Background: an optimization exercise with open tools, aiming at small area. Do not read the settings as production practice. Only simulation tests tie the RTL to the original design; equivalence was not proved. The clock port is modelled as an ideal driver; clocking choices that lean on that would not hold on a real chip. Power and IR drop assume default switching activity.

==> inputs of 03-18 <==
## cipher
module cipher (
    input in,
    input [85:0] seq,
    input clock,
    input control,
    input reset,
    output out
);
    reg [1:0] lo;
    reg [4:0] hi;
    always @(posedge clock) begin
        lo <= reset ? {lo[0], ~(lo[0] | lo[1])} : 2'b00;
        hi <= reset ? {hi[3:0], ~(hi[4] ^ hi[2])} : 5'd0;
    end
    wire first = ~|{lo, hi};
    wire [2:0] sel = {lo[1], lo[0], ~(lo[0] | lo[1])};
    wire [30:0] ngroup;
    keygroups groups (.seq(seq), .sel(sel), .ngroup(ngroup));
    wire [31:0] ngroupx = {ngroup[30], ngroup};
    wire keybit = reset & ~ngroupx[hi];
    wire F;
    wire outR1, outR2, outR3;
    wire syncR1, syncR2, syncR3;
    rcloss #(.REGLEN(19), .FEEDBACK(19'h07200), .SYNCBITPOS(8)) loss1 (
        .clock(clock), .load(reset), .first(first), .keybit(keybit),
        .majority(F), .exposed(outR1), .sync(syncR1));
    rcloss #(.REGLEN(22), .FEEDBACK(22'h300000), .SYNCBITPOS(10)) loss2 (
        .clock(clock), .load(reset), .first(first), .keybit(keybit),
        .majority(F), .exposed(outR2), .sync(syncR2));
  ...
==> flow/config.mk <==
export PLATFORM = sky130hd
export DESIGN_NAME = cipher
export DESIGN_NICKNAME = cipher
export VERILOG_FILES = /design/flow/design.v
export SDC_FILE = /design/flow/constraint.sdc
export NUM_CORES = 4
export LEC_CHECK = 0
export ABC_AREA = 1
export CAP_MARGIN = 20
export CORE_MARGIN = 2
export CORE_UTILIZATION = 65
export SLEW_MARGIN = 20
export SYNTH_HIERARCHICAL = 1
==> flow/constraint.sdc <==
create_clock -name core_clock -period 5.0 [get_ports {clock}]
set_input_delay 1.0000 -clock core_clock [delete_from_list [all_inputs] [get_ports {clock}]]
set_output_delay 1.0000 -clock core_clock [all_outputs]
set_load 0.01 [all_outputs]
standard.sh (not shown) runs the stock make flow with config.mk's settings and CLKGATE_MAP_FILE= SYNTH_SCRIPT=/design/flow/synth_recipe.tcl, a recipe that flattens the netlist after the stock synthesis.
==> flow/flow/run.sh <==
#!/bin/bash
# Own layout flow: the standard layout (standard.sh), with
#  - an area-oriented ABC mapping in synthesis (flow/synth.tcl, flow/abc.script);
#    the registers are the standard synthesis's;
#  - the ports buffered with the smallest buffer (buf_1);
#  - clock tree buffers clkbuf_4 without dummy loads, the root and any leaf
#    with more than 11 flip-flops upsized to clkbuf_8 (flow/post_cts.tcl);
#  - the larger buf_* cells kept out of repair, so that it buffers
#    high-fanout nets with small buffers.
# make's whole output goes to make_finish.log; ORFS keeps each step's log
# under orfs/logs/.
set -euo pipefail
W=$(pwd)
export MY_WORK=$W
export MY_ABC_SCRIPT=$W/flow/abc.script
export MY_CLOCK_PORT=clock
PLATFORM_DONT_USE=$(make -s -C "$FLOW_HOME" DESIGN_CONFIG=$W/config.mk WORK_HOME=$W/orfs print-DONT_USE_CELLS 2>/dev/null | sed -n 's/^DONT_USE_CELLS: //p')
[[ "$PLATFORM_DONT_USE" == *lpflow* ]] || { echo "no platform don't-use list"; exit 1; }
EXTRA_DONT_USE="sky130_fd_sc_hd__buf_4 sky130_fd_sc_hd__buf_6 sky130_fd_sc_hd__buf_8 sky130_fd_sc_hd__buf_12 sky130_fd_sc_hd__buf_16 sky130_fd_sc_hd__bufbuf_8 sky130_fd_sc_hd__bufbuf_16"
echo "platform dont-use: $PLATFORM_DONT_USE" > $W/dont_use.log
bash standard.sh SYNTH_SCRIPT=$W/flow/synth.tcl \
  "BUFFER_PORTS_ARGS=-buffer_cell sky130_fd_sc_hd__buf_1" \
  "CTS_ARGS=-sink_clustering_enable -repair_clock_nets -dont_use_dummy_load -buf_list sky130_fd_sc_hd__clkbuf_4" \
  "DONT_USE_CELLS=$PLATFORM_DONT_USE $EXTRA_DONT_USE" \
  "POST_CTS_TCL=$W/flow/post_cts.tcl" \
  finish > $W/make_finish.log 2>&1
==> flow/flow/post_cts.tcl <==
# After clock tree synthesis: upsize the clock tree's root buffer (the one the
# clock port drives) to clkbuf_8, and every leaf buffer that drives more than
# 11 flip-flops, so that all flip-flop clock pins stay well inside the slew
# limit.
set block [ord::get_db_block]
set clk_net [$block findNet $::env(MY_CLOCK_PORT)]
set changed 0
proc upsize {inst why} {
  puts "Upsizing clock buffer [$inst getName] ($why) to sky130_fd_sc_hd__clkbuf_8"
  replace_cell [$inst getName] sky130_fd_sc_hd__clkbuf_8
}
foreach it [$clk_net getITerms] {
  set root [$it getInst]
  if {[[$root getMaster] getName] ne "sky130_fd_sc_hd__clkbuf_4"} { continue }
  upsize $root root
  incr changed
  foreach rit [$root getITerms] {
    if {![$rit isOutputSignal]} { continue }
    foreach lit [[$rit getNet] getITerms] {
      set leaf [$lit getInst]
      if {$leaf eq $root} { continue }
      if {[[$leaf getMaster] getName] ne "sky130_fd_sc_hd__clkbuf_4"} { continue }
      foreach oit [$leaf getITerms] {
        if {![$oit isOutputSignal]} { continue }
        set sinks [expr {[llength [[$oit getNet] getITerms]] - 1}]
        if {$sinks > 11} {
          upsize $leaf "$sinks sinks"
          incr changed
        } elseif {$sinks <= 6} {
          puts "Downsizing clock buffer [$leaf getName] ($sinks sinks) to sky130_fd_sc_hd__clkbuf_2"
          replace_cell [$leaf getName] sky130_fd_sc_hd__clkbuf_2
          incr changed
        }
      }
    }
  }
}
if {$changed} {
  detailed_placement
  check_placement -verbose
  estimate_parasitics -placement
}
Other scripts of this flow, unchanged in this note and not shown: flow/flow/abc.script, flow/flow/synth.tcl
==> 07-27: changes against 03-18 <==
==> flow/flow/run.sh (replaced) <==
#!/bin/bash
# Own layout flow: the standard layout, with an area-oriented ABC mapping
# in synthesis and the ports buffered with the smallest buffer.
set -euo pipefail
W=$(pwd)
export MY_WORK=$W
export MY_ABC_SCRIPT=$W/flow/abc.script
bash standard.sh SYNTH_SCRIPT=$W/flow/synth.tcl \
  "BUFFER_PORTS_ARGS=-buffer_cell sky130_fd_sc_hd__buf_1" "CTS_ARGS=-sink_clustering_enable -repair_clock_nets -dont_use_dummy_load -buf_list sky130_fd_sc_hd__clkbuf_4" finish > $W/make_finish.log 2>&1
removed: flow/flow/post_cts.tcl
==> 02-15: changes against 03-18 <==
==> flow/flow/run.sh (replaced) <==
#!/bin/bash
# Own layout flow: the standard layout, with an area-oriented ABC mapping
# in synthesis and the ports buffered with the smallest buffer.
set -euo pipefail
W=$(pwd)
export MY_WORK=$W
export MY_ABC_SCRIPT=$W/flow/abc.script
# The platform's don't-use cells, and the larger buffers, so that repair
# buffers high-fanout nets with small ones.
PLATFORM_DONT_USE=$(make -s -C "$FLOW_HOME" DESIGN_CONFIG=$W/config.mk WORK_HOME=$W/orfs print-DONT_USE_CELLS 2>/dev/null | sed -n 's/^DONT_USE_CELLS: //p')
[[ "$PLATFORM_DONT_USE" == *lpflow* ]] || { echo "no platform don't-use list"; exit 1; }
EXTRA_DONT_USE="sky130_fd_sc_hd__buf_4 sky130_fd_sc_hd__buf_6 sky130_fd_sc_hd__buf_8 sky130_fd_sc_hd__buf_12 sky130_fd_sc_hd__buf_16 sky130_fd_sc_hd__bufbuf_8 sky130_fd_sc_hd__bufbuf_16"
echo "platform dont-use: $PLATFORM_DONT_USE" > $W/dont_use.log
bash standard.sh SYNTH_SCRIPT=$W/flow/synth.tcl \
  "BUFFER_PORTS_ARGS=-buffer_cell sky130_fd_sc_hd__buf_1" "CTS_ARGS=-sink_clustering_enable -repair_clock_nets -dont_use_dummy_load -buf_list sky130_fd_sc_hd__clkbuf_4 -root_buf sky130_fd_sc_hd__clkbuf_16" "DONT_USE_CELLS=$PLATFORM_DONT_USE $EXTRA_DONT_USE" finish > $W/make_finish.log 2>&1
removed: flow/flow/post_cts.tcl
==> comparison table <==
|  | 07-27 | 02-15 | 03-18 |
|---|---|---|---|
| Result of the run | timing/DRC/antenna clean | timing/DRC/antenna clean | timing/DRC/antenna clean |
| Critical path's slowest cell | sky130_fd_sc_hd__nor2_2 | sky130_fd_sc_hd__dfxtp_1 | sky130_fd_sc_hd__dfxtp_1 |
| GRT met3 Usage | 8.92% | 9.06% | 7.16% |
| DRT Pass-1 Iters | 10 | 6 | 7 |
| Relative contribution of combinational cells to total power | 31.1% | 26.8% | 30.1% |
| Source of the critical timing path | lo[1]$_SDFF_PN0_ | lo[0]$_SDFF_PN0_ | lo[0]$_SDFF_PN0_ |
| Reg-to-reg critical path startpoint | lo[1]$_SDFF_PN0_ | lo[0]$_SDFF_PN0_ | lo[0]$_SDFF_PN0_ |
| Inserted Clock Buffers | 9 | 9 | - |
| Met2 Usage GRT | 41.3% | 50.3% | 41.6% |
| Slew at the pin with the worst max-slew slack | 1010 ps | 1000 ps | 993 ps |
| Clock Power Share | 14.2% | 25.7% | 15.4% |
| Number of DRC markers after the initial detailed-route iteration | 245 | 278 | 264 |
| Layout Utilization | 81.4% | 84.7% | 81.0% |
| Cell-internal power | 1160 uW | 1380 uW | 1160 uW |
| Hold_sp | loss2.register[1]$_DFF_P_ | loss3.register[11]$_DFF_P_ | loss2.register[16]$_DFF_P_ |

## re-timing with driven ports
No port has a modelled driver above. Below, the same layouts with a new extraction and two added sets of constraints. Step 1 assumes that a clkbuf_16 drives the clock port and a buf_2 every other input. Step 2 adds t to the input delays and takes it off the output delays; t is the mean of the earliest and latest rising clock arrival at the registers after step 1. Input paths then give back, and output paths get back, about the clock's delay inside the block. a / b / c = no drivers / after step 1 / after step 2; a / b = the first two.
run | shift t [ns] | slack for setup (ns) | pins driven straight from the clock port
03-18 | 0.350 | 1.549 / 1.549 / 1.549 | 1
07-27 | 0.399 | 1.582 / 1.582 / 1.582 | 1
02-15 | 0.350 | 1.397 / 1.397 / 1.397 | 1
After both steps setup and hold are still met in every run listed.
